This design comes from an exercise in tuning for small area on the open sky130 flow, not from production work. Function was checked by simulation only, so behaviour that the tests miss may differ from the original.

== run 1 ==
## AudioEffects
module AudioEffects(
input AUD_BCLK,
input rst,
input sw1,
input sw2,
input sw3,
input sw4,
input sw5,
input AUD_ADCDAT,
input AUD_ADCLRCK,
input AUD_DACLRCK,
output AUD_DACDAT
);
Settings: LEC_CHECK=0, ABC_AREA=1, CAP_MARGIN=20, CORE_MARGIN=2, CORE_UTILIZATION=40, CTS_BUF_LIST=sky130_fd_sc_hd__clkbuf_16, CTS_CLUSTER_DIAMETER=100, CTS_CLUSTER_SIZE=24, SLEW_MARGIN=20; clock period 10.0 ns.
standard.sh (not shown) runs the stock make flow with config.mk's settings and CLKGATE_MAP_FILE= SYNTH_SCRIPT=/design/flow/synth_recipe.tcl, a recipe that flattens the netlist after the stock synthesis.
==> flow/flow/run.sh <==
#!/bin/bash
# Own layout flow: the standard flow (standard.sh) with three changes.
#  - Synthesis is synth_recipe.tcl unchanged except that its ABC call (the
#    mapping of the logic between the registers to cells, after the
#    registers are mapped) uses the area-oriented script abc_amap.script.
#  - The clock tree is built without dummy loads, from clusters of up to
#    24 sinks.
#  - The ports are buffered with buf_1 cells.
# standard.sh's output goes to standard.log, each ORFS step's to orfs/logs.
set -euo pipefail
here=$(pwd)
{
  echo 'proc abc {args} {'
  echo '  set i [lsearch $args -script]'
  echo "  if {\$i >= 0} { lset args [expr {\$i + 1}] $here/flow/abc_amap.script }"
  echo '  yosys abc {*}$args'
  echo '}'
  cat synth_recipe.tcl
} > flow/area_synth.tcl
grep -q 'SYNTH_SCRIPT=' standard.sh
sed "s#SYNTH_SCRIPT=[^ ]*#SYNTH_SCRIPT=$here/flow/area_synth.tcl#" standard.sh > flow/standard_area.sh
export CTS_ARGS="-sink_clustering_enable -repair_clock_nets -sink_clustering_size 24 -sink_clustering_max_diameter 100 -buf_list sky130_fd_sc_hd__clkbuf_16 -dont_use_dummy_load"
export BUFFER_PORTS_ARGS="-buffer_cell sky130_fd_sc_hd__buf_1"
bash flow/standard_area.sh > standard.log 2>&1
==> flow/flow/abc_amap.script <==
strash
dch
amap
topo
Both conditions hold for run 1: the flow ran to the end and the final layout passed the timing, DRC and antenna checks.
Setup changes, run 1 to run 2
==> flow/flow/area_synth.tcl (new file) <==
proc abc {args} {
  set i [lsearch $args -script]
  if {$i >= 0} { lset args [expr {$i + 1}] /design/flow/flow/abc_amap.script }
  yosys abc {*}$args
}
proc synth {args} { yosys synth -nofsm -noshare {*}$args }
source $::env(SCRIPTS_DIR)/synth.tcl
# left out here: clear keep_hierarchy, flatten, clean up, hide names made inside functions, write 1_2_yosys.v
==> flow/flow/standard_area.sh (new file) <==
#!/bin/bash
# The standard flow's own layout of this design, on the ORFS make targets given (by default finish). After
# finish it leaves the final layout's DEF at /design/flow/out/final.def.
set -euo pipefail
make -C /OpenROAD-flow-scripts/flow DESIGN_CONFIG=/design/flow/config.mk WORK_HOME=/design/flow/orfs CLKGATE_MAP_FILE= SYNTH_SCRIPT=/design/flow/flow/area_synth.tcl ABC_AREA=1 CAP_MARGIN=20 CORE_MARGIN=2 CORE_UTILIZATION=40 CTS_BUF_LIST=sky130_fd_sc_hd__clkbuf_16 CTS_CLUSTER_DIAMETER=100 CTS_CLUSTER_SIZE=24 SLEW_MARGIN=20 "${@:-finish}"
if [[ -f /design/flow/orfs/results/sky130hd/AudioEffects/base/6_final.odb ]]; then
  : # left out here: write the final layout as DEF
fi
--- outcome ---
- As far as combined area of all synthesized cells goes, run 2 and run 1 are indistinguishable; the numbers are identical.
- Diff run 1..run 2 | layout-stage area growth over the synthesis result | unchanged
- Compared with run 1, in run 2 cell area held, worst-case reg-to-reg path depth comparable, total global routing track utilization saw little to no change.
--- input diff run 2..run 3 ---
==> flow/flow/abc_amap.script <==
strash
dch
amap
topo
stime -c
buffer -c
upsize -c
dnsize -c
Results
Run 3: number of non-clock buffers in the layout is about 22% higher than what run 2 reported.
Summary — final net count, run 3 relative to run 2: higher, by about 0.5%.
In the tables for run 3 and run 2, detailed-route wire length reads lower with run 2.
Going from run 2 to run 3, via count grows by 0.91%.
Diff run 2 -> run 3: final area went up by 0.38%; global router's overall resource usage shrank by 0.51 points; effective utilization at floorplan essentially unchanged; die height climbed 0.96%; biggest fanout along the worst timing path lower.
Critical path's slowest cell = sky130_fd_sc_hd__fa_1: run 2; critical path's slowest cell = sky130_fd_sc_hd__or4bb_1: run 3
> inputs changed (run 3 -> run 4)
==> flow/flow/abc_amap.script <==
strash
dc2
dch
amap
topo
[summary]
- Run 4: done, clean on timing, DRC and antenna
- Run 3 vs run 4, start point of the critical path: sw4 vs sw3
- The wire length of run 4 and that of run 3 are within noise of each other.
- Run 4 ended with more final cell utilization of the core than run 3.
- In the flow results for run 4 and run 3, the depth of the worst register-to-register path is larger on run 4.
- Between run 3 and run 4, the flow reports peak clock frequency supported by timing decreasing by a few percent.
- Fraction of the cycle the final worst path needs (lower): run 3
- met3 capacity usage during global routing up 0.65 points in run 4 wrt run 3

* * *

build 56:
AudioEffects again, from the RTL that the note above started with.
Settings: LEC_CHECK=0, ABC_AREA=1, CAP_MARGIN=20, CORE_MARGIN=2, CORE_UTILIZATION=40, CTS_BUF_LIST=sky130_fd_sc_hd__clkbuf_16, CTS_CLUSTER_DIAMETER=110, CTS_CLUSTER_SIZE=30, SLEW_MARGIN=20; clock period 10.0 ns.
==> flow/flow/run.sh <==
#!/bin/bash
# Own layout flow: the standard flow (standard.sh) with these changes.
#  - Synthesis is synth_recipe.tcl unchanged except that its ABC call (the
#    mapping of the logic between the registers to cells, after the
#    registers are mapped) uses the area-oriented script abc_amap.script.
#  - polopt.py then removes inverters left next to the full adders, by
#    complementing full adders (self-dual) and swapping gates for their
#    complementary cells, and absorb.py folds remaining inverters into the
#    gates they drive (nor2 -> nor2b, ...).  Registers stay as they are.
#    Yosys then proves the edited netlist equivalent to the one synthesis
#    wrote; if it cannot, the flow goes on with synthesis's netlist.
#  - The clock tree is built without dummy loads, from clusters of up to
#    30 sinks.
#  - The ports are buffered with buf_1 cells.
# Logs: standard_synth.log and standard.log (standard.sh), polopt.log,
# absorb.log, equiv.log; each ORFS step's own log is in orfs/logs.
set -euo pipefail
here=$(pwd)
plat=${FLOW_PLATFORM:-sky130hd}
lib=$FLOW_HOME/platforms/$plat/lib/sky130_fd_sc_hd__tt_025C_1v80.lib
{
  echo 'proc abc {args} {'
  echo '  set i [lsearch $args -script]'
  echo "  if {\$i >= 0} { lset args [expr {\$i + 1}] $here/flow/abc_amap.script }"
  echo '  yosys abc {*}$args'
  echo '}'
  cat synth_recipe.tcl
} > flow/area_synth.tcl
grep -q 'SYNTH_SCRIPT=' standard.sh
sed "s#SYNTH_SCRIPT=[^ ]*#SYNTH_SCRIPT=$here/flow/area_synth.tcl#" standard.sh > flow/standard_area.sh
export CTS_ARGS="-sink_clustering_enable -repair_clock_nets -sink_clustering_size 30 -sink_clustering_max_diameter 110 -buf_list sky130_fd_sc_hd__clkbuf_16 -dont_use_dummy_load"
export BUFFER_PORTS_ARGS="-buffer_cell sky130_fd_sc_hd__buf_1"
res=$here/orfs/results/$plat/AudioEffects/base
bash flow/standard_area.sh "$res/1_2_yosys.v" > standard_synth.log 2>&1

cp "$res/1_2_yosys.v" synth_netlist.v
edited=1
python3 flow/polopt.py "$lib" "$res/1_2_yosys.v" > polopt.log 2>&1 || edited=0
if [ $edited = 1 ]; then
  python3 flow/absorb.py "$lib" "$res/1_2_yosys.v" > absorb.log 2>&1 || edited=0
fi
if [ $edited = 1 ]; then
  cat > equiv.ys <<EOF
read_liberty -ignore_miss_func $lib
read_verilog $here/synth_netlist.v
rename $FLOW_TOP gold
read_verilog $res/1_2_yosys.v
rename $FLOW_TOP gate
hierarchy -check
flatten
proc
async2sync
opt_clean
rename -hide gold/w:_*
rename -hide gate/w:_*
equiv_make gold gate equiv
hierarchy -top equiv
equiv_simple -seq 1
equiv_induct
equiv_status -assert
EOF
  yosys -s equiv.ys > equiv.log 2>&1 || edited=0
fi
if [ $edited = 0 ]; then
  echo "netlist edit not used" >> equiv.log
  cp synth_netlist.v "$res/1_2_yosys.v"
fi
bash flow/standard_area.sh > standard.log 2>&1
Other scripts of this flow, unchanged in this note and not shown: flow/flow/abc_amap.script, flow/flow/absorb.py, flow/flow/polopt.py
[inputs] build 8 vs build 56
Settings: CTS_CLUSTER_SIZE: 30 -> 24; CTS_CLUSTER_DIAMETER: 110 -> 100.
diff --git a/flow/flow/run.sh b/flow/flow/run.sh
--- a/flow/flow/run.sh
+++ b/flow/flow/run.sh
@@ -12,3 +12,3 @@
 #  - The clock tree is built without dummy loads, from clusters of up to
-#    30 sinks.
+#    24 sinks.
 #  - The ports are buffered with buf_1 cells.
@@ -30,3 +30,3 @@
 sed "s#SYNTH_SCRIPT=[^ ]*#SYNTH_SCRIPT=$here/flow/area_synth.tcl#" standard.sh > flow/standard_area.sh
-export CTS_ARGS="-sink_clustering_enable -repair_clock_nets -sink_clustering_size 30 -sink_clustering_max_diameter 110 -buf_list sky130_fd_sc_hd__clkbuf_16 -dont_use_dummy_load"
+export CTS_ARGS="-sink_clustering_enable -repair_clock_nets -sink_clustering_size 24 -sink_clustering_max_diameter 100 -buf_list sky130_fd_sc_hd__clkbuf_16 -dont_use_dummy_load"
 export BUFFER_PORTS_ARGS="-buffer_cell sky130_fd_sc_hd__buf_1"
--- outcome ---
Build 8 against build 56: total length of routed met3 wires lost 170 um, count of clock-buffer cells in the layout +3, setup slack rose 0.0054 ns, global-route wire length before repair did not really move, routed wire length saw little to no change.
Comparing build 56 against build 8, there is no change at all in pre-CTS setup slack.
## Diff of input files: build 96 against build 8
Settings: a change of CTS_CLUSTER_DIAMETER from 100 to 110; a change of CTS_CLUSTER_SIZE from 24 to 30.
diff --git a/flow/flow/run.sh b/flow/flow/run.sh
--- a/flow/flow/run.sh
+++ b/flow/flow/run.sh
@@ -12,3 +12,3 @@
 #  - The clock tree is built without dummy loads, from clusters of up to
-#    24 sinks.
+#    30 sinks.
 #  - The ports are buffered with buf_1 cells.
@@ -30,3 +30,3 @@
 sed "s#SYNTH_SCRIPT=[^ ]*#SYNTH_SCRIPT=$here/flow/area_synth.tcl#" standard.sh > flow/standard_area.sh
-export CTS_ARGS="-sink_clustering_enable -repair_clock_nets -sink_clustering_size 24 -sink_clustering_max_diameter 100 -buf_list sky130_fd_sc_hd__clkbuf_16 -dont_use_dummy_load"
+export CTS_ARGS="-sink_clustering_enable -repair_clock_nets -sink_clustering_size 30 -sink_clustering_max_diameter 110 -buf_list sky130_fd_sc_hd__clkbuf_16 -dont_use_dummy_load"
 export BUFFER_PORTS_ARGS="-buffer_cell sky130_fd_sc_hd__buf_1"
==> flow/flow/area_synth.tcl (new file) <==
proc abc {args} {
  set i [lsearch $args -script]
  if {$i >= 0} { lset args [expr {$i + 1}] /design/flow/flow/abc_amap.script }
  yosys abc {*}$args
}
proc synth {args} { yosys synth -nofsm -noshare {*}$args }
source $::env(SCRIPTS_DIR)/synth.tcl
# left out here: clear keep_hierarchy, flatten, clean up, hide names made inside functions, write 1_2_yosys.v
==> flow/flow/standard_area.sh (new file) <==
#!/bin/bash
# The standard flow's own layout of this design, on the ORFS make targets given (by default finish). After
# finish it leaves the final layout's DEF at /design/flow/out/final.def.
set -euo pipefail
make -C /OpenROAD-flow-scripts/flow DESIGN_CONFIG=/design/flow/config.mk WORK_HOME=/design/flow/orfs CLKGATE_MAP_FILE= SYNTH_SCRIPT=/design/flow/flow/area_synth.tcl ABC_AREA=1 CAP_MARGIN=20 CORE_MARGIN=2 CORE_UTILIZATION=40 CTS_BUF_LIST=sky130_fd_sc_hd__clkbuf_16 CTS_CLUSTER_DIAMETER=110 CTS_CLUSTER_SIZE=30 SLEW_MARGIN=20 "${@:-finish}"
if [[ -f /design/flow/orfs/results/sky130hd/AudioEffects/base/6_final.odb ]]; then
  : # left out here: write the final layout as DEF
fi
--- outcome ---
No stage failed in build 96, and the final checks on the layout all came back clean. Between build 96 and build 8, the first-pass GRT wire length figures differ only marginally. Clock slew seen by the registers of the worst setup and hold paths across build 96 and build 8: no real change. Final non-filler cell area for build 96: about 0.4% down relative to build 8.

* * *

== run A ==
AudioEffects, a different RTL version from the one above (not shown whole).
Size: ~1400 cells after synthesis, roughly 11 I/O pins, ~19000 um^2 of cells after synthesis.
make LEC_CHECK=0 ABC_AREA=1 CAP_MARGIN=20 CORE_MARGIN=2 CORE_UTILIZATION=40 CTS_BUF_LIST=sky130_fd_sc_hd__clkbuf_16 CTS_CLUSTER_DIAMETER=110 CTS_CLUSTER_SIZE=30 SLEW_MARGIN=20 finish   # period 10.0 ns
run.sh (not shown) runs the stock make flow with config.mk's settings and CLKGATE_MAP_FILE= SYNTH_SCRIPT=/design/flow/synth_recipe.tcl, a recipe that flattens the netlist after the stock synthesis.
Stock flow here: none of the scripts above is used.
Edits applied to the flow inputs when going from run A to run B:
Settings: CTS_CLUSTER_SIZE now 24, was 30; CTS_CLUSTER_DIAMETER now 100, was 110.
==> flow/flow/run.sh (new file) <==
#!/bin/bash
# Standard layout with two changes: clock tree without dummy loads, and
# ports buffered with buf_2 cells.  Each tool's output is in orfs/logs;
# standard.sh's own output goes to standard.log.
set -e
cp standard.sh standard_sh.log
export CTS_ARGS="-sink_clustering_enable -repair_clock_nets -sink_clustering_size 24 -sink_clustering_max_diameter 100 -buf_list sky130_fd_sc_hd__clkbuf_16 -dont_use_dummy_load"
export BUFFER_PORTS_ARGS="-buffer_cell sky130_fd_sc_hd__buf_2"
bash standard.sh > standard.log 2>&1
==> flow/standard.sh (new file) <==
#!/bin/bash
# synth_recipe.tcl (not shown) runs the flow's synth.tcl, then flattens the netlist and writes it again
# the make line also repeats each setting of config.mk as NAME=value (left out here)
make -C /OpenROAD-flow-scripts/flow DESIGN_CONFIG=/design/flow/config.mk WORK_HOME=/design/flow/orfs CLKGATE_MAP_FILE= SYNTH_SCRIPT=/design/flow/synth_recipe.tcl "${@:-finish}"
removed: flow/run.sh
### Flow results
Compared with run A, run B degrades via count.
From run A to run B the numbers moved as follows: area after synthesis barely changed.
Final cell count without fillers: run B vs run A — no meaningful difference
When run B is measured against run A, its final critical-path setup slack turns out 0.41 ns higher.
Final weighted congestion of routability-driven global placement (run B vs. run A) increases slightly
Changes in run C relative to run B:
Settings: ABC_AREA removed (was 1).
==> flow/run.sh (new file) <==
#!/bin/bash
# synth_recipe.tcl (not shown) runs the flow's synth.tcl, then flattens the netlist and writes it again
# the make line also repeats each setting of config.mk as NAME=value (left out here)
make -C /OpenROAD-flow-scripts/flow DESIGN_CONFIG=/design/flow/config.mk WORK_HOME=/design/flow/orfs CLKGATE_MAP_FILE= SYNTH_SCRIPT=/design/flow/synth_recipe.tcl finish
removed: flow/flow/run.sh
removed: flow/standard.sh
Results
- Going from run B to run C, horizontal extent of the die closely matched the old numbers, sequential cell area share decreased 0.92 points, area growth from synthesis to layout +1.5 points.
- Simple-gate share of the synthesized area: run C and run B compared, higher one is run B
- [diff] total wire length after detailed routing, run C relative to run B: improvement
> inputs changed (run C -> run D)
Settings: ABC_AREA newly set to 1.
[summary]
- Having completed the whole flow, run C delivered a layout that passed the timing, DRC and antenna checks.
- Run D has completed all stages; timing, DRC and antenna checks passed.
- Against run C, hold slack in run D came out worse.
- Lower wire length per cell was reported by run D, not run C.
- ~same number of antenna violations at the first check in global routing in run D and run C
- The highest-utilization routing layer at the global route stage comes out met1 in one run and met2 in the other, namely in run C and run D respectively.
- Run C vs run D, end of the critical path: myDAC.sr[31] vs myDAC.sr[16]
- Taking run C as 1.0, run D lands at 1.11 on cell count.
- Looking only at synthesized cell count, and setting everything else aside, the higher value of run D and run C goes to run D.
- Changes observed in run D relative to run C: number of clock-tree buffers in the layout held steady, peak fanout along the critical path grew by 11, number of CTS-inserted buffers grew by about 5%.
Inputs modified between run D and run E:
Settings: GPL_TIMING_DRIVEN now 0, previously not set.
==> flow/flow/run.sh (new file) <==
#!/bin/bash
# Own layout flow: the standard flow (standard.sh) with three changes.
#  - Synthesis is synth_recipe.tcl unchanged except that its ABC call (the
#    mapping of the logic between the registers to cells, after the
#    registers are mapped) uses the area-oriented script abc_amap.script.
#  - The clock tree is built without dummy loads, from clusters of up to
#    24 sinks.
#  - The ports are buffered with buf_1 cells.
# standard.sh's output goes to standard.log, each ORFS step's to orfs/logs.
set -euo pipefail
here=$(pwd)
{
  echo 'proc abc {args} {'
  echo '  set i [lsearch $args -script]'
  echo "  if {\$i >= 0} { lset args [expr {\$i + 1}] $here/flow/abc_amap.script }"
  echo '  yosys abc {*}$args'
  echo '}'
  cat synth_recipe.tcl
} > flow/area_synth.tcl
grep -q 'SYNTH_SCRIPT=' standard.sh
sed "s#SYNTH_SCRIPT=[^ ]*#SYNTH_SCRIPT=$here/flow/area_synth.tcl#" standard.sh > flow/standard_area.sh
export CTS_ARGS="-sink_clustering_enable -repair_clock_nets -sink_clustering_size 24 -sink_clustering_max_diameter 100 -buf_list sky130_fd_sc_hd__clkbuf_16 -dont_use_dummy_load"
export BUFFER_PORTS_ARGS="-buffer_cell sky130_fd_sc_hd__buf_1"
bash flow/standard_area.sh > standard.log 2>&1
==> flow/flow/abc_amap.script (new file) <==
strash
dch
amap
topo
==> flow/flow/area_synth.tcl (new file) <==
proc abc {args} {
  set i [lsearch $args -script]
  if {$i >= 0} { lset args [expr {$i + 1}] /design/flow/flow/abc_amap.script }
  yosys abc {*}$args
}
proc synth {args} { yosys synth -nofsm -noshare {*}$args }
source $::env(SCRIPTS_DIR)/synth.tcl
# left out here: clear keep_hierarchy, flatten, clean up, hide names made inside functions, write 1_2_yosys.v
==> flow/flow/standard_area.sh (new file) <==
#!/bin/bash
# The standard flow's own layout of this design, on the ORFS make targets given (by default finish). After
# finish it leaves the final layout's DEF at /design/flow/out/final.def.
set -euo pipefail
make -C /OpenROAD-flow-scripts/flow DESIGN_CONFIG=/design/flow/config.mk WORK_HOME=/design/flow/orfs CLKGATE_MAP_FILE= SYNTH_SCRIPT=/design/flow/flow/area_synth.tcl ABC_AREA=1 CAP_MARGIN=20 CORE_MARGIN=2 CORE_UTILIZATION=40 CTS_BUF_LIST=sky130_fd_sc_hd__clkbuf_16 CTS_CLUSTER_DIAMETER=100 CTS_CLUSTER_SIZE=24 GPL_TIMING_DRIVEN=0 SLEW_MARGIN=20 "${@:-finish}"
if [[ -f /design/flow/orfs/results/sky130hd/AudioEffects/base/6_final.odb ]]; then
  : # left out here: write the final layout as DEF
fi
==> flow/standard.sh (new file) <==
#!/bin/bash
# synth_recipe.tcl (not shown) runs the flow's synth.tcl, then flattens the netlist and writes it again
# the make line also repeats each setting of config.mk as NAME=value (left out here)
make -C /OpenROAD-flow-scripts/flow DESIGN_CONFIG=/design/flow/config.mk WORK_HOME=/design/flow/orfs CLKGATE_MAP_FILE= SYNTH_SCRIPT=/design/flow/synth_recipe.tcl "${@:-finish}"
removed: flow/run.sh
==> comparison <==
- Run E against run D: count of multi-input gates dropped 26%, worst relative slew slack has increased, gate count of the mapped netlist decreased by about 22% relative to the old numbers, aggregate routed wire length shows a reduction of 190 um, non-clock buffer instance count of the final layout climbed 27.
- [compare] base=run D new=run E: area overhead of the layout relative to synthesis saw an increase, critical path depth climbed 5.7%, via count saw a decrease, first-pass iteration count of the detailed router dropped 1, horizontal extent of the die lost 6.7 um.

## re-timing with driven ports
No port has a modelled driver above. Below, the same layouts with a new extraction and two added sets of constraints.
Step 1 assumes that a clkbuf_16 drives the clock port and a buf_2 every other input.
Step 2 moves the port delays by t, midway between the first and last clock arrival at a register: inputs arrive t later, outputs are due t later. That takes back most of the time a late clock gives input paths.
Three values: no drivers, after step 1, after step 2; two values: the first two.
run	t (ns)	setup slack, ns	slew at the worst register clock pin (ns)	worst slew at a driven data input, ns	pins driven straight from the clock port
run 1	0.583	0.729 / 0.758 / 0.176	0.10 / 0.10	0.04	1
run 2	0.583	0.729 / 0.758 / 0.176	0.10 / 0.10	0.04	1
run 3	0.577	0.709 / 0.741 / 0.164	0.11 / 0.11	0.03	1
run 4	0.574	0.204 / 0.224 / -0.350	0.10 / 0.10	0.04	1
build 56	0.567	0.735 / 0.767 / 0.200	0.12 / 0.12	0.04	1
build 8	0.579	0.741 / 0.772 / 0.193	0.10 / 0.10	0.04	1
build 96	0.567	0.735 / 0.767 / 0.200	0.12 / 0.12	0.04	1
run A	0.591	1.026 / 1.055 / 0.464	0.12 / 0.12	0.04	1
run B	0.596	1.438 / 1.458 / 0.862	0.11 / 0.11	0.04	1
run C	0.585	0.498 / 0.527 / -0.057	0.10 / 0.10	0.05	1
run D	0.601	1.033 / 1.060 / 0.459	0.11 / 0.11	0.04	1
run E	0.588	0.226 / 0.257 / -0.331	0.10 / 0.10	0.03	1
Met with ideal ports but missed after step 2: setup timing in run 4, run C and run E. For run B, which loses most, drivers alone change the setup slack by +0.020 ns; drivers and shift together by -0.576 ns.
